What follows belongs to an exercise in optimizing a design on an open flow for small area and a short achievable clock period; a production flow would make more cautious choices.
In this exercise RTL edits were held to simulation tests only and were not proved equivalent to the original.
No activity file was given, so power comes from the tool's default toggle rates.

<file path="flow/flow/run.sh">
#!/bin/bash
set -euo pipefail
W=$(pwd)
cat > "$W/flow_synth.tcl" <<EOT
proc abc {args} {
  set i [lsearch -exact \$args -script]
  if {\$i >= 0} { set args [lreplace \$args \$i [expr {\$i + 1}] -script $W/flow/abc.script] }
  puts "flow: abc \$args"
  yosys abc {*}\$args
}
source $W/synth_recipe.tcl
EOT
bash standard.sh "SYNTH_SCRIPT=$W/flow_synth.tcl" "ADDER_MAP_FILE=" \
  "BUFFER_PORTS_ARGS=-buffer_cell sky130_fd_sc_hd__buf_2" finish > layout.log 2>&1
</file>
<file path="flow/flow/abc.script">
strash
dch
&get -n
&dch -f
&nf -a
&put
</file>
<file path="flow/standard.sh">
#!/bin/bash
# synth_recipe.tcl (not shown) runs the flow's synth.tcl, then flattens the netlist and writes it again
# the make line also repeats each setting of config.mk as NAME=value (left out here)
make -C /OpenROAD-flow-scripts/flow DESIGN_CONFIG=/design/flow/config.mk WORK_HOME=/design/flow/orfs CLKGATE_MAP_FILE= SYNTH_SCRIPT=/design/flow/synth_recipe.tcl "${@:-finish}"
</file>
<file path="flow/config.mk">
export PLATFORM = sky130hd
export DESIGN_NAME = cpu
export DESIGN_NICKNAME = cpu
export VERILOG_FILES = /design/flow/design.v
export SDC_FILE = /design/flow/constraint.sdc
export NUM_CORES = 4
export LEC_CHECK = 0
export CAP_MARGIN = 20
export CORE_MARGIN = 2
export CORE_UTILIZATION = 55
export CTS_BUF_LIST = sky130_fd_sc_hd__clkbuf_8
export CTS_CLUSTER_SIZE = 30
export SETUP_SLACK_MARGIN = 4.3
export SLEW_MARGIN = 20
</file>
<file path="flow/constraint.sdc">
create_clock -name core_clock -period 8.5 [get_ports {clk}]
set_input_delay 1.7000 -clock core_clock [delete_from_list [all_inputs] [get_ports {clk}]]
set_output_delay 1.7000 -clock core_clock [all_outputs]
set_load 0.01 [all_outputs]
</file>
<file path="flow/design.v">
module ksadd (input [7:0] a, b, input cin, output [7:0] s);
wire [7:0] p0 = a ^ b;
wire [7:0] g0 = a & b;
wire [7:0] g1, p1, g2, p2, g3;
assign g1[0] = g0[0] | (p0[0] & cin);
assign p1[0] = 1'b0;
genvar i;
generate
    for (i = 1; i < 8; i = i + 1)
    begin : l1
        assign g1[i] = g0[i] | (p0[i] & (i == 1 ? g1[0] : g0[i-1]));
        assign p1[i] = p0[i] & p0[i-1];
    end
    for (i = 0; i < 8; i = i + 1)
    begin : l2
        if (i < 2)
        begin : lo
            assign g2[i] = g1[i];
            assign p2[i] = 1'b0;
        end
        else
        begin : hi
            assign g2[i] = g1[i] | (p1[i] & g1[i-2]);
            assign p2[i] = p1[i] & p1[i-2];
        end
    end
    for (i = 0; i < 8; i = i + 1)
    begin : l3
        if (i < 4)
        begin : lo
            assign g3[i] = g2[i];
        end
        else
        begin : hi
            assign g3[i] = g2[i] | (p2[i] & g2[i-4]);
        end
    end
endgenerate
assign s = p0 ^ {g3[6:0], cin};
endmodule
module alu (input [7:0] b, a,
            input [2:0] op,
            output reg [7:0] y);
wire [7:0] add, sub;
ksadd add0(a, b, 1'b0, add);
ksadd sub0(a, ~b, 1'b1, sub);
wire [7:0] rsn = (|b[7:3]) ? 8'b0 : (a >> b[2:0]);
always @*
begin
    case (op)
        3'd0: y = a | b;
        3'd1: y = a & b;
        3'd2: y = ~a;
        3'd3: y = a ^ b;
        3'd4: y = add;
        3'd5: y = sub;
        3'd6: y = b;
        default: y = rsn;
    endcase
end
endmodule
module pc (input clk, reset, jump, freeze,
           input [7:0] jmpaddr,
           output reg [7:0] data);
always @(posedge clk)
begin
    if (reset)
        data <= 8'b0;
    else if (jump)
        data <= jmpaddr;
    else if (!freeze)
        data <= data + 8'd1;
end
endmodule
module regfile (input clk, reset, we,
                input [1:0] wsel, rsel1, rsel2,
                input [7:0] wdata,
                output [7:0] read1, read2, v1, v2);
reg [7:0] r0, r1, r2, r3;
wire [7:0] d = reset ? 8'b0 : wdata;
always @(posedge clk)
begin
    if (reset || (we && wsel == 2'd0)) r0 <= d;
    if (reset || (we && wsel == 2'd1)) r1 <= d;
    if (reset || (we && wsel == 2'd2)) r2 <= d;
    if (reset || (we && wsel == 2'd3)) r3 <= d;
end
function [7:0] sel4(input [1:0] s, input [7:0] x0, x1, x2, x3);
    case (s)
        2'd0: sel4 = x0;
        2'd1: sel4 = x1;
        2'd2: sel4 = x2;
        default: sel4 = x3;
    endcase
endfunction
assign read1 = sel4(rsel1, r0, r1, r2, r3);
assign read2 = sel4(rsel2, r0, r1, r2, r3);
assign v1    = reset ? 8'b0 : r0;
assign v2    = reset ? 8'b0 : r1;
endmodule
module control (input clk, reset, interrupt,
                input [7:0] datamem_data, datamem_address, usermem_data_in,
                input [7:0] read1, read2, alu_out,
                output [1:0] rsel1, rsel2, wsel,
                output we,
                output [7:0] wdata,
                output reg [7:0] usermem_address, usermem_data_out, pc_jmpaddr,
                output reg rw,
                output pc_jump, pc_freeze);
localparam S0   = 3'd0;   
localparam S1   = 3'd1;   
localparam S2J  = 3'd2;   
localparam S2S  = 3'd3;   
localparam S3   = 3'd4;   
localparam S4   = 3'd5;   
localparam S56  = 3'd6;   
reg [2:0] stage;
reg [7:0] sp;
reg [7:0] regdata;           
reg [3:0] ins;               
wire [7:0] dd = datamem_data;
wire [3:0] hi = dd[7:4];
wire s0  = (stage == S0);
wire s1  = (stage == S1);
wire s4  = (stage == S4);
wire s56 = (stage == S56);
wire run = !interrupt && !reset;
wire rst = !interrupt && reset;   
wire eq  = (read1 == read2);
wire op_alu  = !dd[7];
wire op_jmp  = (hi == 4'h9);
wire op_call = (hi == 4'ha);
wire op_b    = (hi == 4'hb);
wire op_rts  = op_b && dd[3:0] == 4'h0;
wire op_stsp = op_b && dd[3:0] == 4'h1;
wire op_pop  = op_b && dd[3:0] == 4'h2;
wire op_ldsp = op_b && dd[3:0] == 4'h4;
wire op_push = op_b && dd[3:0] == 4'h8;
wire op_ieq  = (hi == 4'hc);
wire op_ine  = (hi == 4'hd);
wire op_two  = dd[7] && !dd[4] && !dd[5] && !dd[6] || (hi == 4'he) || (hi == 4'hf);
wire ins_ld  = (ins[3:2] == 2'b00);
wire ins_st  = (ins[3:2] == 2'b10);
wire ins_lum = (ins[3:2] == 2'b11);
assign rsel1 = dd[3:2];
assign rsel2 = dd[1:0];
assign wsel  = s1 ? ins[1:0] : dd[1:0];
assign pc_jump   = (stage == S2J) || s4;
assign pc_freeze = s56;
assign we    = !interrupt && ((s0 && (op_alu || op_stsp)) || (s1 && !ins_st));
assign wdata = s1 ? (ins_ld ? dd : regdata) : (dd[7] ? sp : alu_out);
wire       sp_dec = dd[4] && !dd[3];         
wire [7:0] sp_x   = sp ^ {8{sp_dec}};    
wire [7:0] sp_t;
assign sp_t[0] = 1'b1;
genvar k;
generate
    for (k = 1; k < 8; k = k + 1)
    begin : spt
        assign sp_t[k] = sp_t[k-1] & sp_x[k-1];
    end
endgenerate
wire [7:0] sp_pm  = sp ^ sp_t;
always @(posedge clk)
begin
    ins <= {dd[5:4], dd[1:0]};
    if (!interrupt && s0)
        usermem_data_out <= (!dd[6] && !dd[4]) ? datamem_address : read1;
    if (interrupt || reset || (s0 && (op_jmp || op_call)) || s4)
        pc_jmpaddr <= interrupt ? 8'hfd : reset ? 8'h00 : s4 ? usermem_data_in : read2;
    if (rst || (run && ((s0 && (op_alu || op_stsp)) || (s1 && ins_ld) || s56)))
        regdata <= reset ? 8'h00 : s56 ? usermem_data_in : wdata;
    if (rst || (run && s0 && (op_call || op_rts || op_pop || op_push || op_ldsp)))
        sp <= reset ? 8'h00 : op_ldsp ? read1 : sp_pm;
    if (rst || (run && ((s0 && (op_call || op_rts || op_pop || op_push)) || (s1 && !ins_ld))))
        usermem_address <= reset ? 8'h00 : s1 ? dd : op_push ? sp_pm : sp;
    if (!interrupt)
        rw <= !reset && ((s0 && (op_call || op_push)) || (s1 && ins_st));
    if (interrupt || reset)
        stage <= S2J;
    else
        case (stage)
        S0:
            if (op_jmp || op_call)                stage <= S2J;
            else if (op_rts)                      stage <= S4;
            else if (op_pop)                      stage <= S56;
            else if ((op_ieq && eq) || (op_ine && !eq)) stage <= S3;
            else if (op_two)                      stage <= S1;
            else                                  stage <= S0;
        S1:  stage <= ins_lum ? S56 : S0;
        S3:  stage <= (hi <= 4'hd) ? S0 : S2S;
        S4:  stage <= S2J;
        default: stage <= S0;     
        endcase
end
endmodule
module cpu(input clk, reset, interrupt,
           input [7:0] datamem_data, usermem_data_in,
           output [7:0] datamem_address, usermem_address, usermem_data_out,
           output rw,
           output [7:0] v1, v2);
    wire [1:0] rsel1, rsel2, wsel;
    wire [7:0] pc_jumpaddr, wdata, read1, read2, alu_out;
    wire we, pc_jump, pc_freeze;
    pc pc0(clk, reset, pc_jump, pc_freeze, pc_jumpaddr, datamem_address);
    regfile reg0(clk, reset, we, wsel, rsel1, rsel2, wdata, read1, read2, v1, v2);
    alu alu0(read1, read2, datamem_data[6:4], alu_out);
    control cntrl0(clk, reset, interrupt, datamem_data, datamem_address, usermem_data_in,
                   read1, read2, alu_out, rsel1, rsel2, wsel, we, wdata,
                   usermem_address, usermem_data_out, pc_jumpaddr, rw, pc_jump, pc_freeze);
endmodule
</file>
==> impl_metrics.env, run 1 <==
export IMPL_die_w_um=106
export IMPL_cts_sinks=88
export IMPL_syn_avg_cell_area_um2=9.12
export IMPL_tightest_slew_ns=1.03
export IMPL_drive_gt1_frac=0.257
export IMPL_seq_area_frac_synth=0.433
export IMPL_hpwl_um=13000
export IMPL_synth_ff_type="edfxtp_1"
export IMPL_yosysUniqueCellTypes=55
export IMPL_cap_violations=0
export IMPL_slew_headroom=0.310
export IMPL_ir_drop_mv=0.152
export IMPL_dr_total_vias=6130
export IMPL_portBuffers=59
export IMPL_clk_pin_slew_ns=0.10
export IMPL_first_global_vias=5482
export IMPL_async_flop_share=0
export IMPL_globalplace_congestion=1.03
export IMPL_drt_iter0_drc=923
export IMPL_status="timing/DRC/antenna clean"
export IMPL_crit_arrival_ns=4.50
export IMPL_root_buffer="clkbuf_8"
export IMPL_num_rows=37
export IMPL_drc=0
export IMPL_via_per_inst=6.80
export IMPL_die_area_mm2=0.0113
export IMPL_nets=780
export IMPL_syn_nets=650
export IMPL_worst_endpoint_required_ns=8.69
export IMPL_cp_start_kind="input port"
export IMPL_cts_tree="yes"
export IMPL_area_delta_synth_final_pct=31.8
export IMPL_antennaDiodeCount=0
export IMPL_avgRoutedWirePerCell_um=23.3
export IMPL_grt_max_degree=45
export IMPL_timing_hold_worst_class="reg -> reg"
export IMPL_hold_viol=0
export IMPL_netlist_area_mm2=0.00575
export IMPL_grt_antenna_before_repair=0
export IMPL_setup_viol=0
export IMPL_min_period_over_period=0.506
export IMPL_clk_latency_ns=0.38
export IMPL_track_usage=0.357
export IMPL_core_area_mm2=0.0102
export IMPL_path_max_fanout=13
export IMPL_netlist_instances=631
export IMPL_initial_core_util=0.562
export IMPL_gr_total_overflow=0
export IMPL_leakage_nw=2.86
export IMPL_die_height_um=106
export IMPL_drv_slew=0
export IMPL_cts_made_buffers=9
export IMPL_critPathKind="in -> reg"
export IMPL_first_pass_iters=9
export IMPL_grt_pass1_wl_um=30600
export IMPL_fin_skew_ns=0.0137
export IMPL_min_period_ns=4.30
export IMPL_hold_slack_ns=0.538
export IMPL_fin_setup_tns_ns=0
export IMPL_drt_wl_total_um=21000
export IMPL_powerDensity_mw_per_mm2=168
export IMPL_rsz0062_at_grt="yes"
export IMPL_synth_seq_cells=88
export IMPL_h_tree_depth=3
export IMPL_ios=60
export IMPL_cp_end_kind="register"
export IMPL_clock_path_buffers=2
export IMPL_synth_edff_count=73
export IMPL_yosysWarnings=4
export IMPL_postRouteAntennaNets=0
export IMPL_clock_fmax_mhz=232
export IMPL_utilization=0.741
[report_power, final]
part / total [W] / switching, W / internal [W]
clock network: 0.000313 / 0.000174 / 0.000140
logic: 0.000432 / 0.000240 / 0.000191
registers: 0.000527 / 0.0000239 / 0.000504
[cell type report]
| cell class | count | area, um2 |
|---|---|---|
| multi-input combinational | 525 | 3610 |
| fill | 711 | 2650 |
| sequential | 88 | 2490 |
| timing repair buffer | 119 | 1040 |
| tap | 136 | 170 |
| clock buffer | 9 | 124 |
| clock inverter | 7 | 76.3 |
| inverter | 18 | 68.8 |
[per-stage QoR]
step / area, um2 / std cells / setup slack [ns] / power, W
after floorplan: 5830 / 631 / 4.27 / 0.000731
final: 7580 / 902 / 4.20 / 0.00127
after CTS: 7220 / 883 / 4.29 / 0.00122
after detailed placement: 6320 / 830 / 3.02 / 0.000837
after global placement: 6320 / 830 / 3.04 / 0.000836
after global routing: 7580 / 902 / 4.12 / 0.00131
[cell usage after synthesis (all sizes together), types with 8 or more instances]
cell      n  area (um2)
a211oi   32         240
nor3b     9        67.6
and2      8        50.1
xnor2    23         201
nand3    15        75.1
a21oi    45         225
edfxtp   73        2190
dfxtp    15         300
o21ai    39         195
o22ai    10        62.6
clkinv   18        67.6
nor2    115         432
nand2    54         203
nor2b    20         125
nor3     18        90.1
o21a     11        82.6
[placed cells by master (no fill, tap or decap), types with 15 or more instances in the layout]
cell type  synthesis  layout
buf_2              0      54
dfxtp_1           15      15
edfxtp_1          73      73
xnor2_1           23      19
nor3_1            18      17
nor2_1           115     108
a211oi_1          32      30
buf_4              0      46
a21oi_1           45      43
nor2b_1           20      18
nand2_1           54      51
clkinv_1          18      17
nand3_1           15      15
o21ai_0           39      33
[state kept, by name, summed over array words and instances, names as in the netlist]
name,flops
cntrl0.ins,4
cntrl0.pc_jmpaddr,8
cntrl0.regdata,8
cntrl0.rw,1
cntrl0.sp,8
cntrl0.stage,3
cntrl0.usermem_address,8
cntrl0.usermem_data_out,8
pc0.data,8
reg0.r0,8
reg0.r1,8
reg0.r2,8
reg0.r3,8
[worst max-delay path, cell delays in order]
cell and delay, ns:
bufbuf_16 0.26, o21a_1 0.20, o32a_4 0.41, or4_4 0.62, a2111oi_2 0.34, a2111oi_1 0.10
a221oi_1 0.48, a221oi_2 0.10, nor2_1 0.27
[what timing repair did]
action / CTS / global route
gates cloned: 3 / 4
hold buffers: 0 / 0
pin swaps: 22 / 13
setup buffers: 34 / 15
resized for setup: 72 / 29
setup endpoints to repair: 69 / 56
[path summary, 6_finish.rpt]
kind,start,to,slack [ns],cells after the start
min,cntrl0.pc_jmpaddr[4]$_SDFFCE_PP1P_,pc0.data[4]$_SDFFE_PP0P_,0.54,2
min reg2reg,cntrl0.pc_jmpaddr[4]$_SDFFCE_PP1P_,pc0.data[4]$_SDFFE_PP0P_,0.54,2
max reg2reg,reg0.r0[1]$_DFFE_PP_,cntrl0.regdata[5]$_SDFFCE_PP0P_,5.23,11
max,datamem_data[2],reg0.r2[2]$_DFFE_PP_,4.20,9
[layer usage]
layer	track usage	part of all wire
met1	0.494	0.38
met2	0.537	0.44
met3	0.0791	0.13
met4	0.163	0.055
met5	0	0
[cell families after synthesis]
kind of cell    count (synthesis)  share of synthesized area
simple gates                  277                      0.229
buf+inv                        18                     0.0117
xor+xnor                       25                     0.0381
flops                          88                      0.433
fa+ha+maj                       1                    0.00174
mux                            16                     0.0439
compound gates                206                      0.243
==> run 2: changes to the inputs <==
==> flow/flow/abc.script (replaced) <==
strash
dch
map -D 2000
topo
buffer -p
upsize -D 2000
dnsize -D 2000
stime -p
--- a/flow/config.mk
+++ b/flow/config.mk
@@ -11,4 +11,5 @@
 export CTS_BUF_LIST = sky130_fd_sc_hd__clkbuf_8
 export CTS_CLUSTER_SIZE = 30
+export PLACE_DENSITY = 0.8
 export SETUP_SLACK_MARGIN = 4.3
 export SLEW_MARGIN = 20
==> run 2 against run 1 <==
- final cell count rose by 7.1%
- non-clock buffer count decreased by 7
- design area down 3.0%
- synthesized cell count rose by 15%
- power decreased by 4.1%
- setup slack better by 0.11 ns
- critical path type unchanged
- sequential cell count is the same
- count of clock-buffer cells in the layout stayed put
- hold slack worse by 0.021 ns
- highest routed layer unchanged
- clock power down 6%
- combinational power decreased by 6.7%
- die area is 2.1% higher
==> impl_metrics.env, run 2 <==
export IMPL_rr_worst_depth=13
export IMPL_num_rows=37
export IMPL_yosys_top_cells_area="edfxtp_1 37%, o21ai_0 8.0%, nand2_1 5.7%"
export IMPL_crit_cells=18
export IMPL_first_global_vias=5489
export IMPL_async_flop_share=0
export IMPL_area_delta_synth_final_pct=25.1
export IMPL_synth_top_area_share=0.373
export IMPL_path_max_fanout=8
export IMPL_worst_path_most_repeated_cell="nor2_4"
export IMPL_drv_slew=0
export IMPL_design_area_mm2=0.00735
export IMPL_hold_depth=2
export IMPL_avgRoutedWirePerCell_um=22.3
export IMPL_tightest_slew_ns=0.870
export IMPL_antennaDiodeCount=0
export IMPL_crit_chain="buf_6, inv_4, nor2_4, buf_4, a221oi_4, o21ai_2, inv_2, nor2_4, nor2_4, inv_2, nand2_1, o2111ai_2, xor2_1, nand2_1, o2111ai_2, o221ai_1, o221a_2, nor2_2"
export IMPL_drc=0
export IMPL_grt_pass1_wl_um=30500
export IMPL_cp_slowest_cell="a221oi_4"
export IMPL_fin_skew_ns=0.0206
export IMPL_netlist_area_mm2=0.00588
export IMPL_grt_max_degree=44
export IMPL_synthTopCellsByCount="94 x o21ai_0, 90 x nand2_1, 85 x inv_1"
export IMPL_max_stage_delay_ns=0.31
export IMPL_seq_area_frac_synth=0.424
export IMPL_portBuffers=59
export IMPL_slew_headroom=0.420
export IMPL_initial_core_util=0.567
export IMPL_hpwl_um=15000
export IMPL_grt_use_met1=0.454
export IMPL_rsz0062_at_grt="no"
export IMPL_yosysWarnings=4
export IMPL_yosysUniqueCellTypes=48
export IMPL_min_period_over_period=0.494
export IMPL_min_period_ns=4.20
export IMPL_final_cell_mix="90 x o21ai_0, 86 x nand2_1, 82 x inv_1"
export IMPL_layout_commonest_cell="o21ai_0"
export IMPL_leakage_nw=2.95
export IMPL_syn_nets=743
export IMPL_clock_path_buffers=2
export IMPL_gr_total_overflow=0
export IMPL_netlist_instances=724
export IMPL_ctsHoldBuffers=0
export IMPL_top_usage_layer="met2"
export IMPL_worst_endpoint_required_ns=8.62
export IMPL_h_tree_depth=3
export IMPL_nets=844
export IMPL_cp_start_kind="input port"
export IMPL_hold_viol=0
export IMPL_cts_tree="yes"
export IMPL_root_buffer="clkbuf_8"
export IMPL_critPathKind="in -> reg"
export IMPL_cts_made_buffers=9
export IMPL_synth_edff_count=73
export IMPL_syn_avg_cell_area_um2=8.12
export IMPL_powerDensity_mw_per_mm2=166
export IMPL_cts_sinks=88
export IMPL_yosysMostFrequentCell="o21ai_0"
export IMPL_core_area_mm2=0.0104
export IMPL_drt_iter0_drc=969
export IMPL_crit_arrival_ns=4.31
export IMPL_via_per_inst=6.51
export IMPL_grt_antenna_before_repair=0
export IMPL_clk_latency_ns=0.40
export IMPL_track_usage=0.350
export IMPL_status="timing/DRC/antenna clean"
export IMPL_met3_usage=0.0841
export IMPL_cpLargestDelayFamily="compound AO/OA/AOI/OAI gates"
export IMPL_first_pass_iters=9
export IMPL_die_height_um=107
export IMPL_hold_slack_ns=0.517
export IMPL_cp_end_kind="register"
export IMPL_placed_area_mm2=0.00631
export IMPL_clock_fmax_mhz=238
export IMPL_synth_ff_type="edfxtp_1"
export IMPL_cap_violations=0
export IMPL_critPathBufInv=5
export IMPL_fin_setup_tns_ns=0
export IMPL_ios=60
export IMPL_die_w_um=107
export IMPL_timing_hold_worst_class="reg -> reg"
export IMPL_die_area_mm2=0.0115
export IMPL_drive_gt1_frac=0.307
export IMPL_globalplace_congestion=1.07
export IMPL_drt_wl_total_um=21500
export IMPL_clk_pin_slew_ns=0.10
export IMPL_synth_seq_cells=88
export IMPL_yosys_area_top_type="edfxtp_1"
export IMPL_setup_viol=0
export IMPL_postRouteAntennaNets=0
export IMPL_use_met2=0.562
export IMPL_dr_total_vias=6291
export IMPL_ir_drop_mv=0.148
==> run 2: routing by layer <==
metal	wire (um)	up-vias
li1	-	2777
met1	8030	2901
met2	9700	495
met3	2550	118
met4	1230	0
met5	0	-
==> run 2: metrics by stage <==
| step | util | setup slack, ns | cells | power, W |
|---|---|---|---|---|
| detailed placement | 0.609 | 3.53 | 905 | 0.000826 |
| floorplan | - | 4.51 | 724 | 0.000729 |
| global route | 0.709 | 4.20 | 966 | 0.00126 |
| CTS | 0.642 | 4.28 | 930 | 0.00112 |
| global placement | 0.609 | 3.44 | 905 | 0.000827 |
| finish | 0.709 | 4.30 | 966 | 0.00122 |
==> run 2: cell type report <==
cell class                 instances  area, um2
clock buffer                       9        124
clock inverter                     7       62.6
fill                             815       3020
inverter                         107        429
multi-input combinational        507       3320
sequential                        88       2490
tap                              136        170
timing repair buffer             112        761
==> run 2: repair_timing <==
action                     CTS  global route
pin swaps                    4            30
cloned                       0             0
buffers inserted             9            36
setup endpoints to repair   61            48
resized for setup           20            90
==> run 2: path summary, 6_finish.rpt <==
kind                                   end                          startpoint  slack, ns
setup reg to reg      reg0.r3[6]$_DFFE_PP_                reg0.r2[1]$_DFFE_PP_       5.51
hold / removal    pc0.data[1]$_SDFFE_PP0P_  cntrl0.pc_jmpaddr[1]$_SDFFCE_PP0P_       0.52
setup / recovery      reg0.r2[7]$_DFFE_PP_                     datamem_data[3]       4.30
hold reg to reg   pc0.data[1]$_SDFFE_PP0P_  cntrl0.pc_jmpaddr[1]$_SDFFCE_PP0P_       0.52
==> run 2: kinds of logic after synthesis <==
kind of cell,Yosys count,synth area share
XOR/XNOR,13,0.0194
buffers and inverters,129,0.0837
AO/OA/AOI/OAI,271,0.299
AND/OR/NAND/NOR,222,0.172
multiplexers,1,0.00170
flip-flops,88,0.424
==> run 2: power by group <==
part | total [W] | internal (W) | leakage [nW] | switching, W
logic | 0.000403 | 0.000142 | 2.00 | 0.000261
registers | 0.000523 | 0.000503 | 0.848 | 0.0000199
clock network | 0.000295 | 0.000112 | 0.0957 | 0.000183
total | 0.00122 | 0.000758 | 2.95 | 0.000463
==> run 2: worst reg2reg max path, stage by stage (launching register included) <==
cell	delay [ns]
edfxtp_1	0.44
a22oi_2	0.24
o21ai_2	0.09
a21oi_1	0.13
buf_4	0.17
nand2_8	0.07
a21oi_4	0.24
o221ai_2	0.14
a221oi_1	0.32
a21oi_1	0.10
o21ai_0	0.14
o2111ai_1	0.21
a21oi_2	0.28
nor2_1	0.13
==> run 3: changes to the inputs <==
==> flow/flow/run.sh (replaced) <==
#!/bin/bash
# The standard layout (the standard.sh) with two changes: the port
# buffers are plain buf cells instead of the default delay-buffer cell, and
# Yosys does not map adders to the library's fixed half/full-adder cells
# (ABC maps that logic with the rest). Registers are untouched. ORFS writes
# each step's full log under orfs/logs; make's output goes to layout.log.
set -euo pipefail
bash standard.sh "ADDER_MAP_FILE=" "BUFFER_PORTS_ARGS=-buffer_cell sky130_fd_sc_hd__buf_2" finish > layout.log 2>&1
--- a/flow/config.mk
+++ b/flow/config.mk
@@ -8,8 +8,6 @@
 export CAP_MARGIN = 20
 export CORE_MARGIN = 2
-export CORE_UTILIZATION = 55
+export CORE_UTILIZATION = 40
 export CTS_BUF_LIST = sky130_fd_sc_hd__clkbuf_8
-export CTS_CLUSTER_SIZE = 30
-export PLACE_DENSITY = 0.8
-export SETUP_SLACK_MARGIN = 4.3
+export SETUP_SLACK_MARGIN = 4.0
 export SLEW_MARGIN = 20
removed: flow/flow/abc.script
==> run 3 against run 2 <==
- clock skew fell by 0.0066 ns
- die area is 42% higher
- hold slack improved by 0.0094 ns
- still clean on timing, DRC and antenna
- global-route usage shrank 11 points
- critical endpoint is now reg0.r1[5]$_DFFE_PP_
- highest routed layer unchanged
- non-clock buffer count fell by 38
- via count fell by 13%
- synthesized cell count down 12%
- clock power rose by 15%
==> impl_metrics.env, run 3 <==
export IMPL_status="timing/DRC/antenna clean"
export IMPL_area_delta_synth_final_pct=12.2
export IMPL_nets=690
export IMPL_root_buffer="clkbuf_8"
export IMPL_initial_core_util=0.407
export IMPL_synth_ff_type="edfxtp_1"
export IMPL_postRouteAntennaNets=0
export IMPL_max_stage_delay_ns=0.67
export IMPL_synth_top_area_share=0.357
export IMPL_fin_skew_ns=0.0141
export IMPL_timing_hold_worst_class="reg -> reg"
export IMPL_num_rows=45
export IMPL_clock_fmax_mhz=226
export IMPL_netlist_instances=639
export IMPL_worst_endpoint_required_ns=8.64
export IMPL_die_w_um=128
export IMPL_worst_slack_ns=4.07
export IMPL_first_global_vias=5048
export IMPL_clk_latency_ns=0.38
export IMPL_leakage_nw=2.54
export IMPL_first_pass_iters=6
export IMPL_min_period_ns=4.43
export IMPL_track_usage=0.237
export IMPL_layout_commonest_cell="edfxtp_1"
export IMPL_placed_area_mm2=0.00644
export IMPL_portBuffers=59
export IMPL_netlist_area_mm2=0.00614
export IMPL_cpLargestDelayFamily="compound AO/OA/AOI/OAI gates"
export IMPL_seq_area_frac_synth=0.406
export IMPL_ir_drop_mv=0.129
export IMPL_die_area_mm2=0.0163
export IMPL_syn_nets=658
export IMPL_drt_iter0_drc=629
export IMPL_globalplace_congestion=0.936
export IMPL_gr_total_overflow=0
export IMPL_critPathKind="in -> reg"
export IMPL_dr_total_vias=5499
export IMPL_cp_start_kind="input port"
export IMPL_die_height_um=128
export IMPL_async_flop_share=0
export IMPL_synth_edff_count=73
export IMPL_tightest_slew_ns=0.913
export IMPL_cap_violations=0
export IMPL_drv_slew=0
export IMPL_ios=60
export IMPL_core_area_mm2=0.0151
export IMPL_regArea_mm2=0.00249
export IMPL_yosys_top_cells_area="edfxtp_1 36%, mux4_2 6.6%, dfxtp_1 4.9%"
export IMPL_path_max_fanout=16
export IMPL_yosysWarnings=4
export IMPL_min_period_over_period=0.522
export IMPL_powerDensity_mw_per_mm2=175
export IMPL_cts_made_buffers=9
export IMPL_power_w=0.00121
export IMPL_yosysMostFrequentCell="edfxtp_1"
export IMPL_cp_slowest_cell="mux4_2"
export IMPL_utilization=0.456
export IMPL_multi_input_area_mm2=0.00346
export IMPL_cts_tree="yes"
export IMPL_drc=0
export IMPL_switching_share=0.322
export IMPL_via_per_inst=6.36
export IMPL_crit_chain="buf_4, mux4_2, a221oi_1, a211oi_1, maj3_2, maj3_1, xnor2_1, o21ai_0, a31oi_2, nor3_2"
export IMPL_n_fill_cell=1444
export IMPL_avgRoutedWirePerCell_um=22.7
export IMPL_clock_path_buffers=2
export IMPL_clk_pin_slew_ns=0.09
export IMPL_switching_power_w=0.000389
export IMPL_synthTopCellsByCount="73 x edfxtp_1, 68 x nor2_1, 48 x a21oi_1"
export IMPL_design_area_mm2=0.00689
export IMPL_hpwl_um=13400
export IMPL_grt_antenna_before_repair=0
export IMPL_cp_end_kind="register"
export IMPL_drive_gt1_frac=0.209
export IMPL_dp_slack_ns=3.27
export IMPL_drt_wl_total_um=19600
export IMPL_cts_sinks=88
export IMPL_p_comb_frac=0.282
export IMPL_syn_avg_cell_area_um2=9.60
export IMPL_setup_viol=0
export IMPL_hold_viol=0
export IMPL_grt_pass1_wl_um=29400
export IMPL_yosys_area_top_type="edfxtp_1"
export IMPL_grt_max_degree=78
export IMPL_critPathBufInv=1
export IMPL_yosysUniqueCellTypes=64
export IMPL_synth_seq_cells=88
export IMPL_slew_headroom=0.389
export IMPL_final_cell_mix="73 x edfxtp_1, 67 x nor2_1, 57 x buf_2"
export IMPL_rsz0062_at_grt="no"
export IMPL_intPower_w=0.000819
export IMPL_seq_power_share=0.436
export IMPL_crit_arrival_ns=4.58
export IMPL_p_clk_frac=0.282
export IMPL_fin_setup_tns_ns=0
export IMPL_h_tree_depth=3
## run 3: cell count changes in the layout (fill, tap and decap cells not counted), sizes merged, moves of 11 or more
cell,before,now
nor2,90,70
a22oi,12,1
mux4,0,20
buf,112,74
o21ai,110,48
a21oi,67,48
a211oi,9,21
mux2i,1,26
o211ai,15,4
inv,111,11
xnor2,0,24
o22ai,16,4
nand2,99,42
nor2b,0,27
## run 3: routing by layer
layer | GRT usage | wire length [um]
met5 | 0 | 0
met4 | 0.0924 | 514
met3 | 0.0392 | 1760
met2 | 0.365 | 8900
met1 | 0.335 | 8460
## run 3: worst paths after layout
check                                              start                  endpoint  slack (ns)  cells past startpoint
worst max-delay path                     datamem_data[0]      reg0.r1[5]$_DFFE_PP_        4.07                     10
worst min-delay path            pc0.data[7]$_SDFFE_PP0P_  pc0.data[7]$_SDFFE_PP0P_        0.53                      2
worst max register to register      reg0.r0[0]$_DFFE_PP_      reg0.r1[5]$_DFFE_PP_        5.23                      9
worst min register to register  pc0.data[7]$_SDFFE_PP0P_  pc0.data[7]$_SDFFE_PP0P_        0.53                      2
## run 3: metrics by stage
stage                     instances  hold WS, ns
final                           865        0.527
after floorplan                 639        0.503
after global routing            864        0.577
after detailed placement        834        0.519
after global placement          834        0.507
after CTS                       855        0.530
## run 3: layout make-up
cell class	count	area share
multi-input combinational	488	0.502
inverter	10	0.00600
sequential	88	0.362
clock inverter	5	0.0114
clock buffer	11	0.0220
tap	188	0.0342
timing repair buffer	74	0.0623
antenna	1	0.000363
## run 3: what timing repair did
action | in CTS | in global routing
gates resized for setup | 6 | 6
setup buffers | 4 | 8
hold buffers | 0 | 0
setup endpoints to repair | 18 | 57
cloned | 1 | 1
pin swaps | 0 | 1
## run 3: worst min-delay path, cell delays in order (launching register included)
cell and delay, ns:
dfxtp_1 0.35, o21ai_0 0.08, a21oi_1 0.06
## run 3: kinds of logic after synthesis
family                   count (synthesis)  share of synthesized area
AND/OR/NAND/NOR                        219                      0.180
AO/OA/AOI/OAI                          175                      0.185
flip-flops                              88                      0.406
buffers and inverters                   65                     0.0467
multiplexers                            53                      0.125
XOR/XNOR                                34                     0.0485
adder cells (fa/ha/maj)                  5                    0.00877
## run 3: power by group through the flow
stage | Sequential [W] | Combinational [W] | Clock, W
final | 0.000527 | 0.000340 | 0.000340
after global routing | 0.000530 | 0.000365 | 0.000359
after CTS | 0.000526 | 0.000321 | 0.000346
after detailed placement | 0.000534 | 0.000313 | 0
after global placement | 0.000533 | 0.000310 | 0
after floorplan | 0.000528 | 0.000232 | 0
==> run 4: changes to the inputs <==
--- a/flow/config.mk
+++ b/flow/config.mk
@@ -8,6 +8,6 @@
 export CAP_MARGIN = 20
 export CORE_MARGIN = 2
-export CORE_UTILIZATION = 40
+export CORE_UTILIZATION = 55
 export CTS_BUF_LIST = sky130_fd_sc_hd__clkbuf_8
-export SETUP_SLACK_MARGIN = 4.0
+export SETUP_SLACK_MARGIN = 4.3
 export SLEW_MARGIN = 20
==> run 4 against run 3 <==
- clock power is 17% lower
- combinational power is about 10% higher
- still clean on timing, DRC and antenna
- routed wire length is 2.7% lower
- final cell count is 3.0% lower
- synthesized area unchanged
- highest routed layer unchanged
- core utilization rose by 20 points
- sequential cell count unchanged
- sequential share of layout area decreased by 1.0 points
- critical path type unchanged
- count of clock-buffer cells in the layout shrank 2
==> impl_metrics.env, run 4 <==
export IMPL_nets=713
export IMPL_synth_xor_area_frac=0.0485
export IMPL_first_pass_iters=5
export IMPL_drc=0
export IMPL_async_flop_share=0
export IMPL_die_area_mm2=0.0120
export IMPL_worst_endpoint_required_ns=8.60
export IMPL_drv_slew=0
export IMPL_rsz0062_at_grt="yes"
export IMPL_h_tree_depth=3
export IMPL_synth_compound_area_frac=0.185
export IMPL_min_period_ns=4.14
export IMPL_final_cell_mix="73 x edfxtp_1, 66 x nor2_1, 53 x buf_2"
export IMPL_critPathKind="in -> reg"
export IMPL_clk_pin_slew_ns=0.08
export IMPL_drt_iter0_drc=668
export IMPL_root_buffer="clkbuf_8"
export IMPL_leakage_nw=2.68
export IMPL_dr_total_vias=5566
export IMPL_cts_made_buffers=9
export IMPL_startpoint="datamem_data[2]"
export IMPL_fin_skew_ns=0.0135
export IMPL_globalplace_congestion=0.970
export IMPL_slew_headroom=0.392
export IMPL_path_max_fanout=16
export IMPL_syn_nets=658
export IMPL_timing_hold_worst_class="reg -> reg"
export IMPL_first_global_vias=4924
export IMPL_clock_path_buffers=2
export IMPL_antennaDiodeCount=0
export IMPL_cp_end_kind="register"
export IMPL_track_usage=0.326
export IMPL_setup_viol=0
export IMPL_placed_area_mm2=0.00642
export IMPL_grt_pass1_wl_um=28600
export IMPL_hold_viol=0
export IMPL_synth_edff_count=73
export IMPL_netlist_area_mm2=0.00614
export IMPL_portBuffers=59
export IMPL_yosysMostFrequentCell="edfxtp_1"
export IMPL_gr_total_overflow=0
export IMPL_num_rows=38
export IMPL_final_cells=839
export IMPL_cp_start_kind="input port"
export IMPL_cap_violations=0
export IMPL_grt_antenna_before_repair=0
export IMPL_seq_area_frac_synth=0.406
export IMPL_hpwl_um=12800
export IMPL_design_area_mm2=0.00708
export IMPL_ctsHoldBuffers=0
export IMPL_die_height_um=110
export IMPL_powerDensity_mw_per_mm2=167
export IMPL_tightest_slew_ns=0.911
export IMPL_ir_drop_mv=0.162
export IMPL_yosys_area_top_type="edfxtp_1"
export IMPL_core_area_mm2=0.0108
export IMPL_synth_seq_cells=88
export IMPL_avgRoutedWirePerCell_um=22.8
export IMPL_layout_commonest_cell="edfxtp_1"
export IMPL_status="timing/DRC/antenna clean"
export IMPL_drive_gt1_frac=0.246
export IMPL_synthTopCellsByCount="73 x edfxtp_1, 68 x nor2_1, 48 x a21oi_1"
export IMPL_min_period_over_period=0.487
export IMPL_area_delta_synth_final_pct=15.4
export IMPL_synth_fa_ha_area_frac=0.00877
export IMPL_synth_top_family_by_area="compound AO/OA/AOI/OAI gates"
export IMPL_cts_sinks=88
export IMPL_crit_arrival_ns=4.24
export IMPL_yosys_top_cells_area="edfxtp_1 36%, mux4_2 6.6%, dfxtp_1 4.9%"
export IMPL_clk_latency_ns=0.38
export IMPL_fin_setup_tns_ns=0
export IMPL_grt_max_degree=49
export IMPL_via_per_inst=6.63
export IMPL_reg2reg_from="reg0.r3[1]$_DFFE_PP_"
export IMPL_yosysWarnings=4
export IMPL_postRouteAntennaNets=0
export IMPL_netlist_instances=639
export IMPL_hold_slack_ns=0.537
export IMPL_clock_fmax_mhz=242
export IMPL_muxShareOfSynthArea=0.125
export IMPL_synth_simple_area_share=0.180
export IMPL_syn_avg_cell_area_um2=9.60
export IMPL_cts_tree="yes"
export IMPL_dp_cells=786
export IMPL_initial_core_util=0.566
export IMPL_drt_wl_total_um=19100
export IMPL_synth_top_area_share=0.357
export IMPL_ios=60
export IMPL_die_w_um=110
export IMPL_synth_ff_type="edfxtp_1"
export IMPL_hold_start="pc0.data[4]$_SDFFE_PP0P_"
export IMPL_yosysUniqueCellTypes=64
==> run 4: cell types whose count changed in the layout (fill, tap and decap cells not counted), sizes merged <==
cell and delta:
buf +19, bufinv -1, clkbuf +2, clkinv +3, clkinvlp +1, diode -1
inv -1
==> run 4: kinds of logic after synthesis <==
kind of cell | after synthesis
DFF | 88
AOI/OAI and AO/OA | 175
buffers and inverters | 65
muxes | 53
xor gates and xnor gates | 34
adders and majority gates | 5
and+or+nand+nor | 219
==> run 4: final cells by class <==
cell class / count / area (um2)
fillers: 876 / 3760
multi-input cells: 488 / 3520
flip-flops and latches: 88 / 2490
repair buffers: 97 / 664
well taps: 140 / 175
clock buffers: 9 / 124
clock inverters: 7 / 63.8
inverters: 10 / 41.3
==> run 4: path summary, 6_finish.rpt <==
path | to | slack [ns] | cells after the start
min reg2reg | pc0.data[4]$_SDFFE_PP0P_ | 0.54 | 2
max | reg0.r3[0]$_DFFE_PP_ | 4.36 | 8
max reg2reg | reg0.r3[5]$_DFFE_PP_ | 5.42 | 10
min | pc0.data[4]$_SDFFE_PP0P_ | 0.54 | 2
==> run 4: routing by layer <==
layer / share of wire / global-route usage / up-vias
li1: - / - / 2502
met1: 0.41 / 0.460 / 2662
met2: 0.45 / 0.481 / 341
met3: 0.097 / 0.0711 / 61
met4: 0.041 / 0.152 / 0
met5: 0 / 0 / -
==> run 4: metrics by stage <==
step | total power (W) | utilization | worst slack (ns)
2_1_floorplan | 0.000765 | - | 4.32
3_3_place_gp | 0.000845 | 0.592 | 3.62
3_5_place_dp | 0.000849 | 0.592 | 3.53
4_1_cts | 0.00115 | 0.630 | 4.28
5_1_grt | 0.00123 | 0.653 | 4.26
6_report | 0.00118 | 0.653 | 4.36
==> run 4: power breakdown <==
group,leakage (nW),internal (W),switching (W)
logic,1.73,0.000158,0.000217
clock network,0.0978,0.000133,0.000149
registers,0.848,0.000504,0.0000222
total,2.68,0.000795,0.000388
==> run 4: critical path, stage by stage <==
cell      delay, ns
buf_8          0.17
mux4_2         0.64
buf_12         0.19
mux2i_1        0.15
mux4_2         0.48
o211ai_1       0.19
o21ai_0        0.16
a311oi_1       0.56
==> run 4: timing repair <==
| action | CTS | global route |
|---|---|---|
| endpoints found under the setup margin | 61 | 100 |
| gates cloned | 2 | 1 |
| pin swaps | 0 | 2 |
| gates resized for setup | 10 | 23 |
| setup buffers | 16 | 18 |
==> run 5: changes to the inputs <==
--- a/flow/config.mk
+++ b/flow/config.mk
@@ -10,4 +10,6 @@
 export CORE_UTILIZATION = 55
 export CTS_BUF_LIST = sky130_fd_sc_hd__clkbuf_8
-export SETUP_SLACK_MARGIN = 4.3
+export CTS_CLUSTER_SIZE = 30
+export PLACE_DENSITY = 0.8
+export SETUP_SLACK_MARGIN = 4.5
 export SLEW_MARGIN = 20
==> run 5 against run 4 <==
- hold slack better by 0.0025 ns
- combinational power up 13%
- largest power group unchanged
- register-to-register slack better by 0.08 ns
- final cell count up 2.3%
- sequential power about the same
- synthesized area unchanged
- critical path depth up 2
- setup slack better by 0.11 ns
- core utilization up 3.6 points
- still clean on timing, DRC and antenna
- critical endpoint is now cntrl0.regdata[7]$_SDFFCE_PP0P_
==> impl_metrics.env, run 5 <==
export IMPL_hold_depth=2
export IMPL_slew_headroom=0.383
export IMPL_r2r_setup_slack_ns=5.50
export IMPL_drive_gt1_frac=0.299
export IMPL_first_pass_iters=8
export IMPL_drc=0
export IMPL_syn_avg_cell_area_um2=9.60
export IMPL_drt_wl_total_um=20300
export IMPL_rr_endpoint="cntrl0.regdata[7]$_SDFFCE_PP0P_"
export IMPL_first_global_vias=5281
export IMPL_tightest_slew_ns=0.926
export IMPL_synth_edff_count=73
export IMPL_cts_made_buffers=9
export IMPL_clk_latency_ns=0.38
export IMPL_fin_setup_tns_ns=0
export IMPL_synth_top_area_share=0.357
export IMPL_power_w=0.00125
export IMPL_clock_fmax_mhz=248
export IMPL_dr_total_vias=5936
export IMPL_ios=60
export IMPL_clk_pin_slew_ns=0.09
export IMPL_min_to="pc0.data[7]$_SDFFE_PP0P_"
export IMPL_grt_pass1_wl_um=29900
export IMPL_yosysMostFrequentCell="edfxtp_1"
export IMPL_fin_skew_ns=0.0117
export IMPL_yosysWarnings=4
export IMPL_max_stage_delay_ns=0.56
export IMPL_min_period_ns=4.03
export IMPL_die_w_um=110
export IMPL_worst_endpoint_required_ns=8.67
export IMPL_status="timing/DRC/antenna clean"
export IMPL_critPathKind="in -> reg"
export IMPL_synth_seq_cells=88
export IMPL_num_rows=38
export IMPL_hold_slack_ns=0.540
export IMPL_via_per_inst=6.92
export IMPL_seq_power_share=0.424
export IMPL_rr_worst_depth=9
export IMPL_min_period_over_period=0.475
export IMPL_grt_use_met1=0.435
export IMPL_powerDensity_mw_per_mm2=167
export IMPL_reg2reg_from="reg0.r0[4]$_DFFE_PP_"
export IMPL_use_met2=0.541
export IMPL_leakage_nw=2.84
export IMPL_h_tree_depth=3
export IMPL_cp_slowest_cell="or4_4"
export IMPL_cpLargestDelayFamily="simple AND/OR/NAND/NOR gates"
export IMPL_nets=732
export IMPL_async_flop_share=0
export IMPL_hpwl_um=12700
export IMPL_area_delta_synth_final_pct=21.7
export IMPL_layout_commonest_cell="edfxtp_1"
export IMPL_globalplace_congestion=1.03
export IMPL_syn_nets=658
export IMPL_regArea_mm2=0.00249
export IMPL_netlist_area_mm2=0.00614
export IMPL_yosys_area_top_type="edfxtp_1"
export IMPL_p_comb_frac=0.340
export IMPL_drv_slew=0
export IMPL_ctsHoldBuffers=0
export IMPL_critPathBufInv=1
export IMPL_crit_arrival_ns=4.21
export IMPL_worst_path_most_repeated_cell="nor2_4"
export IMPL_hold_start="pc0.data[7]$_SDFFE_PP0P_"
export IMPL_portBuffers=59
export IMPL_initial_core_util=0.566
export IMPL_cp_end_kind="register"
export IMPL_switching_power_w=0.000419
export IMPL_grt_max_degree=39
export IMPL_cp_start_kind="input port"
export IMPL_track_usage=0.338
export IMPL_netlist_instances=639
export IMPL_seq_area_frac_synth=0.406
export IMPL_antennaDiodeCount=0
export IMPL_timing_hold_worst_class="reg -> reg"
export IMPL_final_cell_mix="73 x edfxtp_1, 64 x nor2_1, 53 x buf_2"
export IMPL_n_fill_cell=800
export IMPL_grt_antenna_before_repair=0
export IMPL_yosysUniqueCellTypes=64
export IMPL_synth_ff_type="edfxtp_1"
export IMPL_setup_viol=0
export IMPL_cts_tree="yes"
export IMPL_yosys_top_cells_area="edfxtp_1 36%, mux4_2 6.6%, dfxtp_1 4.9%"
export IMPL_die_area_mm2=0.0120
export IMPL_cts_sinks=88
export IMPL_top_usage_layer="met2"
export IMPL_intPower_w=0.000827
export IMPL_hold_viol=0
export IMPL_switching_share=0.336
export IMPL_core_area_mm2=0.0108
export IMPL_gr_total_overflow=0
export IMPL_drt_iter0_drc=1033
export IMPL_root_buffer="clkbuf_8"
export IMPL_path_max_fanout=16
export IMPL_clock_path_buffers=2
export IMPL_p_clk_frac=0.235
export IMPL_crit_chain="clkbuf_4, mux4_2, or4_4, nor2_4, nand3_4, nor2_4, a21oi_2, o211ai_1, nor3_4, o41ai_2"
export IMPL_rsz0062_at_grt="yes"
export IMPL_cap_violations=0
export IMPL_met3_usage=0.0901
export IMPL_avgRoutedWirePerCell_um=23.6
export IMPL_postRouteAntennaNets=0
export IMPL_multi_input_area_mm2=0.00366
export IMPL_synthTopCellsByCount="73 x edfxtp_1, 68 x nor2_1, 48 x a21oi_1"
export IMPL_die_height_um=110
export IMPL_ir_drop_mv=0.146
==> run 5: cell counts after synthesis <==
Identical to the previous run, type by type.
==> run 5: worst max-delay path by stage <==
stage                         start                               to  slack, ns  depth (start not counted)
floorplan           datamem_data[0]             reg0.r0[5]$_DFFE_PP_       4.37                         11
global placement    datamem_data[2]             reg0.r0[5]$_DFFE_PP_       3.65                         10
detailed placement  datamem_data[2]             reg0.r2[0]$_DFFE_PP_       3.57                          7
CTS                 datamem_data[0]  cntrl0.regdata[1]$_SDFFCE_PP0P_       4.51                          9
global route        datamem_data[0]             reg0.r1[4]$_DFFE_PP_       4.41                         12
finish              datamem_data[3]  cntrl0.regdata[7]$_SDFFCE_PP0P_       4.47                         10
==> run 5: final cells by class <==
type / count / share of cell area
clock inverter: 7 / 0.00989
sequential: 88 / 0.334
multi-input combinational: 488 / 0.491
tap: 140 / 0.0235
timing repair buffer: 116 / 0.120
inverter: 10 / 0.00553
clock buffer: 9 / 0.0166
==> run 5: power groups by stage <==
| stage | logic (W) | clock network [W] | registers [W] |
|---|---|---|---|
| after floorplan | 0.000243 | 0 | 0.000528 |
| after global placement | 0.000311 | 0 | 0.000533 |
| after detailed placement | 0.000315 | 0 | 0.000535 |
| after CTS | 0.000363 | 0.000297 | 0.000527 |
| after global routing | 0.000446 | 0.000308 | 0.000531 |
| final | 0.000424 | 0.000293 | 0.000529 |
==> run 5: kinds of logic (layout without fill, tap and decap cells) <==
family,after synthesis,after routing,share of synthesized area
buf+inv,65,142,0.0467
flops,88,88,0.406
fa+ha+maj,5,5,0.00877
xor+xnor,34,34,0.0485
simple gates,219,219,0.180
mux,53,55,0.125
compound gates,175,175,0.185
==> run 5: worst register-to-register path, stage by stage (launching register included) <==
cell	delay, ns
edfxtp_1	0.43
mux4_2	0.60
or4_4	0.56
nor2_4	0.17
nand3_4	0.12
nor2_4	0.19
a21oi_2	0.08
o211ai_1	0.15
nor3_4	0.11
o41ai_2	0.39
==> run 5: layer usage <==
layer | up-vias | share of wire
met1 | 2808 | 0.35
li1 | 2544 | -
met5 | - | 0
met2 | 484 | 0.46
met3 | 100 | 0.14
met4 | 0 | 0.051
==> run 5: per-stage QoR <==
| step | cell area (um2) | setup WS (ns) | instances | utilization |
|---|---|---|---|---|
| 4_1_cts | 7090 | 4.51 | 838 | 0.654 |
| 6_report | 7470 | 4.47 | 858 | 0.689 |
| 3_5_place_dp | 6440 | 3.57 | 786 | 0.594 |
| 2_1_floorplan | 6240 | 4.37 | 639 | - |
| 3_3_place_gp | 6440 | 3.65 | 786 | 0.594 |
| 5_1_grt | 7470 | 4.41 | 858 | 0.689 |
==> run 5: what timing repair did <==
action | in CTS | in global routing
pin swaps | 2 | 10
gates resized for setup | 16 | 42
buffers inserted | 32 | 19
endpoints found under the setup margin | 113 | 95
gates cloned | 4 | 1
==> run 6: changes to the inputs <==
--- a/flow/config.mk
+++ b/flow/config.mk
@@ -12,4 +12,4 @@
 export CTS_CLUSTER_SIZE = 30
 export PLACE_DENSITY = 0.8
-export SETUP_SLACK_MARGIN = 4.5
+export SETUP_SLACK_MARGIN = 4.7
 export SLEW_MARGIN = 20
==> run 6 against run 5 <==
- synthesized cell count unchanged
- register-to-register slack hardly changed
- final cell count decreased by 0.58%
- hold slack gained 0.017 ns
- sequential power about the same
- sequential cell count stayed put
- clock skew up 0.0037 ns
- die area unchanged
- clock power shrank 7.5%
- first-iteration DRC count fell by 20%
- fmax grew 1.9%
- via count down 1.1%
==> impl_metrics.env, run 6 <==
export IMPL_rsz0062_at_grt="yes"
export IMPL_seq_area_frac_synth=0.406
export IMPL_hold_start="pc0.data[4]$_SDFFE_PP0P_"
export IMPL_drt_iter0_drc=830
export IMPL_min_period_over_period=0.466
export IMPL_netlist_area_mm2=0.00614
export IMPL_gr_total_overflow=0
export IMPL_netlist_instances=639
export IMPL_h_tree_depth=3
export IMPL_portBuffers=59
export IMPL_synth_edff_count=73
export IMPL_postRouteAntennaNets=0
export IMPL_drv_slew=0
export IMPL_cts_sinks=88
export IMPL_globalplace_congestion=0.988
export IMPL_yosysMostFrequentCell="edfxtp_1"
export IMPL_num_rows=38
export IMPL_leakage_nw=2.88
export IMPL_layout_commonest_cell="edfxtp_1"
export IMPL_ios=60
export IMPL_yosysWarnings=4
export IMPL_setup_viol=0
export IMPL_first_global_vias=5520
export IMPL_cts_made_buffers=9
export IMPL_critPathBufInv=3
export IMPL_clock_path_buffers=2
export IMPL_reg2reg_from="reg0.r3[0]$_DFFE_PP_"
export IMPL_slew_headroom=0.355
export IMPL_drive_gt1_frac=0.327
export IMPL_hpwl_um=12500
export IMPL_yosys_top_cells_area="edfxtp_1 36%, mux4_2 6.6%, dfxtp_1 4.9%"
export IMPL_first_pass_iters=6
export IMPL_ctsHoldBuffers=0
export IMPL_tightest_slew_ns=0.968
export IMPL_die_height_um=110
export IMPL_utilization=0.708
export IMPL_critPathKind="in -> out"
export IMPL_track_usage=0.348
export IMPL_yosysUniqueCellTypes=64
export IMPL_ir_drop_mv=0.144
export IMPL_nets=727
export IMPL_fin_skew_ns=0.0154
export IMPL_drc=0
export IMPL_startpoint="reset"
export IMPL_path_max_fanout=7
export IMPL_die_area_mm2=0.0120
export IMPL_synth_ff_type="edfxtp_1"
export IMPL_die_w_um=110
export IMPL_status="timing/DRC/antenna clean"
export IMPL_area_delta_synth_final_pct=25.1
export IMPL_min_period_ns=3.96
export IMPL_crit_arrival_ns=2.26
export IMPL_synth_seq_cells=88
export IMPL_dr_total_vias=5871
export IMPL_clk_pin_slew_ns=0.10
export IMPL_synth_top_area_share=0.357
export IMPL_worst_endpoint_required_ns=6.80
export IMPL_grt_pass1_wl_um=30800
export IMPL_crit_chain="buf_12, buf_16, nor2b_1, buf_2"
export IMPL_hold_viol=0
export IMPL_root_buffer="clkbuf_8"
export IMPL_core_area_mm2=0.0108
export IMPL_syn_nets=658
export IMPL_cp_slowest_cell="buf_2"
export IMPL_timing_hold_worst_class="reg -> reg"
export IMPL_initial_core_util=0.566
export IMPL_cap_violations=0
export IMPL_drt_wl_total_um=20300
export IMPL_async_flop_share=0
export IMPL_n_fill_cell=784
export IMPL_multi_input_area_mm2=0.00382
export IMPL_fin_setup_tns_ns=0
export IMPL_cpLargestDelayFamily="buffers and inverters"
export IMPL_cts_tree="yes"
export IMPL_grt_antenna_before_repair=0
export IMPL_cp_start_kind="input port"
export IMPL_max_stage_delay_ns=0.16
export IMPL_avgRoutedWirePerCell_um=23.8
export IMPL_final_cell_mix="73 x edfxtp_1, 60 x nor2_1, 45 x buf_2"
export IMPL_syn_avg_cell_area_um2=9.60
export IMPL_clock_fmax_mhz=252
export IMPL_clk_latency_ns=0.39
export IMPL_regArea_mm2=0.00249
export IMPL_antennaDiodeCount=0
export IMPL_grt_max_degree=39
export IMPL_powerDensity_mw_per_mm2=162
export IMPL_yosys_area_top_type="edfxtp_1"
export IMPL_cp_end_kind="output pin"
export IMPL_via_per_inst=6.88
export IMPL_synthTopCellsByCount="73 x edfxtp_1, 68 x nor2_1, 48 x a21oi_1"
-- run 6: cell counts after synthesis --
No cell type changed its count.
-- run 6: tightest hold or removal path: stages, from the launching register on --
cell and delay, ns:
dfxtp_1 0.37, o21ai_0 0.09, a21oi_1 0.06
-- run 6: cell families (layout without fill, tap and decap cells) --
kind of cell / Yosys count / count (layout) / synth area share
buffers and inverters: 65 / 137 / 0.0467
adders and majority gates: 5 / 5 / 0.00877
muxes: 53 / 55 / 0.125
xor gates and xnor gates: 34 / 34 / 0.0485
AOI/OAI and AO/OA: 175 / 175 / 0.185
and+or+nand+nor: 219 / 219 / 0.180
DFF: 88 / 88 / 0.406
-- run 6: final timing paths --
check / end / slack [ns] / cells past startpoint
max: v1[2] / 4.54 / 4
min reg2reg: pc0.data[4]$_SDFFE_PP0P_ / 0.56 / 2
min: pc0.data[4]$_SDFFE_PP0P_ / 0.56 / 2
max reg2reg: cntrl0.regdata[6]$_SDFFCE_PP0P_ / 5.51 / 10
-- run 6: report_power, final --
group,internal (W),switching (W)
sequential,0.000504,0.0000250
combinational,0.000200,0.000246
clock,0.000106,0.000165
-- run 6: metrics by stage --
stage	cells	hold slack (ns)	setup WS, ns	area (um2)	total power, W
global placement	786	0.512	3.63	6450	0.000840
finish	853	0.557	4.54	7680	0.00125
floorplan	639	0.503	4.37	6260	0.000774
CTS	847	0.557	4.60	7450	0.00120
global route	853	0.584	4.52	7680	0.00129
detailed placement	786	0.543	3.55	6450	0.000848
-- run 6: routing by layer --
metal  global-route usage  share of wire  vias to the layer above
li1                     -              -                     2535
met1                0.456           0.38                     2828
met2                0.558           0.47                      411
met3               0.0711           0.10                       97
met4                0.159          0.047                        0
met5                    0              0                        -
-- run 6: final cells by class --
class	count	area share
Clock buffer	9	0.0161
Clock inverter	7	0.00652
Inverter	10	0.00538
Multi-Input combinational cell	488	0.497
Timing Repair Buffer	111	0.127
Sequential cell	88	0.325
Tap cell	140	0.0228
-- run 6: what timing repair did --
item,in CTS,in global routing
resized for setup,69,41
setup endpoints to repair,113,109
buffers inserted,38,6
pin swaps,24,14
hold endpoints to repair,0,0
gates cloned,7,0
==> run 7: changes to the inputs <==
--- a/flow/config.mk
+++ b/flow/config.mk
@@ -12,4 +12,4 @@
 export CTS_CLUSTER_SIZE = 30
 export PLACE_DENSITY = 0.8
-export SETUP_SLACK_MARGIN = 4.7
+export SETUP_SLACK_MARGIN = 4.2
 export SLEW_MARGIN = 20
==> run 7 against run 6 <==
- critical endpoint is now reg0.r1[5]$_DFFE_PP_
- setup slack lost 0.34 ns
- first-iteration DRC count increased by 6.7%
- core utilization down 7.2 points
- largest cell class unchanged
==> impl_metrics.env, run 7 <==
export IMPL_ios=60
export IMPL_die_w_um=110
export IMPL_powerDensity_mw_per_mm2=175
export IMPL_clk_latency_ns=0.39
export IMPL_clock_path_buffers=2
export IMPL_rr_endpoint="reg0.r1[5]$_DFFE_PP_"
export IMPL_num_rows=38
export IMPL_crit_chain="buf_6, mux4_2, a221oi_1, a211oi_1, maj3_2, maj3_1, xnor2_1, o21ai_0, a31oi_1, nor3_2, buf_4"
export IMPL_antennaDiodeCount=0
export IMPL_fin_setup_tns_ns=0
export IMPL_rsz0062_at_grt="yes"
export IMPL_core_area_mm2=0.0108
export IMPL_grt_antenna_before_repair=0
export IMPL_hpwl_um=12600
export IMPL_startpoint="datamem_data[2]"
export IMPL_async_flop_share=0
export IMPL_die_height_um=110
export IMPL_cp_slowest_cell="mux4_2"
export IMPL_clock_fmax_mhz=233
export IMPL_min_period_ns=4.30
export IMPL_die_area_mm2=0.0120
export IMPL_netlist_instances=639
export IMPL_layout_commonest_cell="edfxtp_1"
export IMPL_netlist_area_mm2=0.00614
export IMPL_first_global_vias=4898
export IMPL_timing_hold_worst_class="reg -> reg"
export IMPL_synth_seq_cells=88
export IMPL_drt_wl_total_um=18700
export IMPL_cp_end_kind="register"
export IMPL_status="timing/DRC/antenna clean"
export IMPL_via_per_inst=6.77
export IMPL_critPathKind="in -> reg"
export IMPL_avgRoutedWirePerCell_um=22.6
export IMPL_yosysMostFrequentCell="edfxtp_1"
export IMPL_yosysWarnings=4
export IMPL_h_tree_depth=3
export IMPL_synth_top_area_share=0.357
export IMPL_cp_endpoint="reg0.r1[5]$_DFFE_PP_"
export IMPL_portBuffers=59
export IMPL_initial_core_util=0.566
export IMPL_final_cell_mix="73 x edfxtp_1, 67 x nor2_1, 57 x buf_2"
export IMPL_rr_worst_depth=10
export IMPL_nets=700
export IMPL_hold_slack_ns=0.543
export IMPL_cap_violations=0
export IMPL_drive_gt1_frac=0.223
export IMPL_worst_endpoint_required_ns=8.63
export IMPL_drv_slew=0
export IMPL_tightest_slew_ns=0.938
export IMPL_globalplace_congestion=0.971
export IMPL_syn_avg_cell_area_um2=9.60
export IMPL_yosysUniqueCellTypes=64
export IMPL_hold_viol=0
export IMPL_yosys_area_top_type="edfxtp_1"
export IMPL_path_max_fanout=16
export IMPL_n_fill_cell=900
export IMPL_seq_area_frac_synth=0.406
export IMPL_synth_ff_type="edfxtp_1"
export IMPL_synthTopCellsByCount="73 x edfxtp_1, 68 x nor2_1, 48 x a21oi_1"
export IMPL_hold_start="cntrl0.pc_jmpaddr[0]$_SDFFCE_PP1P_"
export IMPL_cts_made_buffers=9
export IMPL_grt_max_degree=78
export IMPL_min_period_over_period=0.506
export IMPL_root_buffer="clkbuf_8"
export IMPL_drt_iter0_drc=886
export IMPL_dr_total_vias=5594
export IMPL_gr_total_overflow=0
export IMPL_first_pass_iters=6
export IMPL_ir_drop_mv=0.179
export IMPL_syn_nets=658
export IMPL_cts_tree="yes"
export IMPL_postRouteAntennaNets=0
export IMPL_synth_edff_count=73
export IMPL_fin_skew_ns=0.0177
export IMPL_drc=0
export IMPL_track_usage=0.308
export IMPL_area_delta_synth_final_pct=12.5
export IMPL_cts_sinks=88
export IMPL_slew_headroom=0.375
export IMPL_crit_arrival_ns=4.43
export IMPL_leakage_nw=2.59
export IMPL_cp_start_kind="input port"
export IMPL_max_stage_delay_ns=0.61
export IMPL_yosys_top_cells_area="edfxtp_1 36%, mux4_2 6.6%, dfxtp_1 4.9%"
export IMPL_grt_pass1_wl_um=27400
export IMPL_ctsHoldBuffers=0
export IMPL_reg2reg_from="reg0.r3[1]$_DFFE_PP_"
export IMPL_clk_pin_slew_ns=0.09
export IMPL_setup_viol=0
export IMPL_r2r_setup_slack_ns=5.32
## run 7: cell counts after synthesis
No cell type changed its count.
## run 7: per-stage QoR
step	power, W	cells	setup WS [ns]	util	area [um2]
after CTS	0.00118	808	4.20	0.619	6720
after floorplan	0.000761	639	4.25	-	6140
after detailed placement	0.000844	786	3.38	0.589	6390
after global placement	0.000838	786	3.52	0.589	6390
after global routing	0.00125	826	4.09	0.637	6900
final	0.00121	826	4.20	0.637	6900
## run 7: repair_timing
action	CTS	global route
pin swaps	1	2
setup buffers	5	17
gates resized for setup	8	9
setup endpoints to repair	48	97
cloned	1	1
## run 7: final cells by class
cell class                      count  area [um2]  area share
Clock buffer                       10         138      0.0199
Sequential cell                    88        2490       0.361
Tap cell                          140         175      0.0254
Timing Repair Buffer               84         503      0.0729
Clock inverter                      6        92.6      0.0134
Multi-Input combinational cell    488        3460       0.501
Inverter                           10        41.3     0.00598
## run 7: logic make-up (layout without fill, tap and decap cells)
group	Yosys count	after routing	share of synthesized area
compound gates	175	175	0.185
xor+xnor	34	34	0.0485
fa+ha+maj	5	5	0.00877
buf+inv	65	110	0.0467
flops	88	88	0.406
mux	53	55	0.125
simple gates	219	219	0.180
## run 7: power by group
group	total, W	switching, W	internal, W
combinational	0.000342	0.000205	0.000137
sequential	0.000527	0.0000235	0.000504
clock	0.000340	0.000164	0.000176
## run 7: critical path: cells and delay by family
family          cells  cell delay [ns]
buf+inv             2             0.36
xor+xnor            1             0.14
simple gates        1             0.09
compound gates      4             0.81
mux                 1             0.61
fa+ha+maj           2             0.72
## run 7: how the worst min path moves through the flow
| stage | slack (ns) | end | cells after the start |
|---|---|---|---|
| after floorplan | 0.50 | pc0.data[0]$_SDFFE_PP0P_ | 2 |
| after global placement | 0.51 | pc0.data[0]$_SDFFE_PP0P_ | 2 |
| after detailed placement | 0.53 | pc0.data[0]$_SDFFE_PP0P_ | 2 |
| after CTS | 0.54 | pc0.data[7]$_SDFFE_PP0P_ | 2 |
| after global routing | 0.57 | pc0.data[4]$_SDFFE_PP0P_ | 2 |
| final | 0.54 | pc0.data[0]$_SDFFE_PP0P_ | 2 |
## run 7: metal layers
metal | vias up | track usage | routed length, um
met2 | 431 | 0.478 | 8510
met4 | 0 | 0.114 | 631
li1 | 2472 | - | -
met3 | 52 | 0.0664 | 2110
met1 | 2639 | 0.425 | 7450
met5 | - | 0 | 0
==> run 8: changes to the inputs <==
--- a/flow/config.mk
+++ b/flow/config.mk
@@ -12,4 +12,4 @@
 export CTS_CLUSTER_SIZE = 30
 export PLACE_DENSITY = 0.8
-export SETUP_SLACK_MARGIN = 4.2
+export SETUP_SLACK_MARGIN = 4.3
 export SLEW_MARGIN = 20
==> run 8 against run 7 <==
- still clean on timing, DRC and antenna
- combinational power up 7.0%
- first-iteration DRC count increased by 5.8%
- clock skew about the same
- sequential cell count is the same
- power grew 0.49%
- synthesized cell count did not move
- core utilization grew 1.0 points
- critical endpoint is now reg0.r3[2]$_DFFE_PP_
- largest power group unchanged
==> impl_metrics.env, run 8 <==
export IMPL_root_buffer="clkbuf_8"
export IMPL_postRouteAntennaNets=0
export IMPL_ctsHoldBuffers=0
export IMPL_globalplace_congestion=1.01
export IMPL_critPathBufInv=1
export IMPL_cts_tree="yes"
export IMPL_yosys_area_top_type="edfxtp_1"
export IMPL_nets=708
export IMPL_timing_hold_worst_class="reg -> reg"
export IMPL_clk_pin_slew_ns=0.09
export IMPL_synth_edff_count=73
export IMPL_first_global_vias=5317
export IMPL_clock_path_buffers=2
export IMPL_yosys_top_cells_area="edfxtp_1 36%, mux4_2 6.6%, dfxtp_1 4.9%"
export IMPL_first_pass_iters=6
export IMPL_crit_cells=9
export IMPL_grt_max_degree=56
export IMPL_rsz0062_at_grt="yes"
export IMPL_num_rows=38
export IMPL_worst_slack_ns=4.32
export IMPL_netlist_area_mm2=0.00614
export IMPL_via_per_inst=6.81
export IMPL_fin_setup_tns_ns=0
export IMPL_synth_seq_cells=88
export IMPL_syn_nets=658
export IMPL_grt_antenna_before_repair=0
export IMPL_core_area_mm2=0.0108
export IMPL_initial_core_util=0.566
export IMPL_avgRoutedWirePerCell_um=22.9
export IMPL_clk_latency_ns=0.39
export IMPL_n_fill_cell=885
export IMPL_drive_gt1_frac=0.241
export IMPL_track_usage=0.328
export IMPL_path_max_fanout=16
export IMPL_status="timing/DRC/antenna clean"
export IMPL_synth_top_area_share=0.357
export IMPL_cpLargestDelayFamily="simple AND/OR/NAND/NOR gates"
export IMPL_cp_slowest_cell="or4_4"
export IMPL_syn_avg_cell_area_um2=9.60
export IMPL_h_tree_depth=3
export IMPL_min_period_ns=4.18
export IMPL_ir_drop_mv=0.139
export IMPL_max_stage_delay_ns=0.58
export IMPL_worst_endpoint_required_ns=8.71
export IMPL_ios=60
export IMPL_cts_sinks=88
export IMPL_slew_headroom=0.364
export IMPL_antennaDiodeCount=0
export IMPL_reg2reg_from="reg0.r0[0]$_DFFE_PP_"
==> run 8: report_power, final <==
group	switching [W]	leakage, nW	internal, W
Sequential	0.0000239	0.848	0.000504
Combinational	0.000214	1.69	0.000153
Clock	0.000159	0.101	0.000163
Total	0.000396	2.64	0.000820
==> run 8: metrics by stage <==
step | cell area [um2] | hold WS [ns] | total power [W] | std cells
6_report | 7020 | 0.531 | 0.00122 | 833
3_3_place_gp | 6420 | 0.509 | 0.000840 | 786
3_5_place_dp | 6420 | 0.513 | 0.000847 | 786
4_1_cts | 6860 | 0.527 | 0.00119 | 820
5_1_grt | 7020 | 0.566 | 0.00126 | 833
2_1_floorplan | 6180 | 0.503 | 0.000765 | 639
==> run 8: per-layer routing <==
metal / part of all wire / track usage / wire length (um) / up-vias
li1: - / - / - / 2503
met1: 0.37 / 0.419 / 7010 / 2671
met2: 0.46 / 0.508 / 8830 / 423
met3: 0.13 / 0.108 / 2420 / 77
met4: 0.041 / 0.144 / 784 / 0
met5: 0 / 0 / 0 / -
==> run 8: cell type report <==
cell class	instances	share of cell area
repair buffers	92	0.0840
inverters	10	0.00589
clock inverters	6	0.0119
multi-input cells	488	0.500
clock buffers	9	0.0177
flip-flops and latches	88	0.355
well taps	140	0.0250
==> run 8: kinds of logic after synthesis <==
group           count (synthesis)  synth area share
simple gates                  219             0.180
mux                            53             0.125
xor+xnor                       34            0.0485
buf+inv                        65            0.0467
fa+ha+maj                       5           0.00877
compound gates                175             0.185
flops                          88             0.406
==> run 8: worst min path at each step <==
| stage | slack [ns] | end | start |
|---|---|---|---|
| 4_1_cts | 0.53 | pc0.data[7]$_SDFFE_PP0P_ | pc0.data[7]$_SDFFE_PP0P_ |
| 6_report | 0.53 | pc0.data[7]$_SDFFE_PP0P_ | pc0.data[7]$_SDFFE_PP0P_ |
| 2_1_floorplan | 0.50 | pc0.data[0]$_SDFFE_PP0P_ | cntrl0.pc_jmpaddr[0]$_SDFFCE_PP1P_ |
| 3_5_place_dp | 0.51 | pc0.data[7]$_SDFFE_PP0P_ | pc0.data[7]$_SDFFE_PP0P_ |
| 3_3_place_gp | 0.51 | pc0.data[0]$_SDFFE_PP0P_ | cntrl0.pc_jmpaddr[0]$_SDFFCE_PP1P_ |
| 5_1_grt | 0.57 | pc0.data[7]$_SDFFE_PP0P_ | pc0.data[7]$_SDFFE_PP0P_ |
==> run 8: worst register-to-register path, stage by stage, from the launching register on <==
cell       delay, ns
edfxtp_1        0.47
mux4_2          0.59
nor3b_2         0.24
a2bb2oi_2       0.22
buf_4           0.14
mux2i_1         0.07
xnor2_1         0.31
a21oi_1         0.18
a311oi_2        0.41
nor2b_2         0.30
==> run 8: repair_timing <==
item                                    CTS  global route
endpoints found under the hold margin     0             0
pin swaps                                 0             7
gates resized for setup                  13            15
buffers inserted                         17            13
endpoints found under the setup margin   58            92
gates cloned                              2             0

Re-timed with assumed drivers on the ports (clkbuf_16 on the clock, buf_2 on other inputs), run 8 has 4.318 ns of setup slack against 4.316 ns with ideal ports, and 3.905 ns once port delays also move by the mid clock arrival of 0.413 ns.
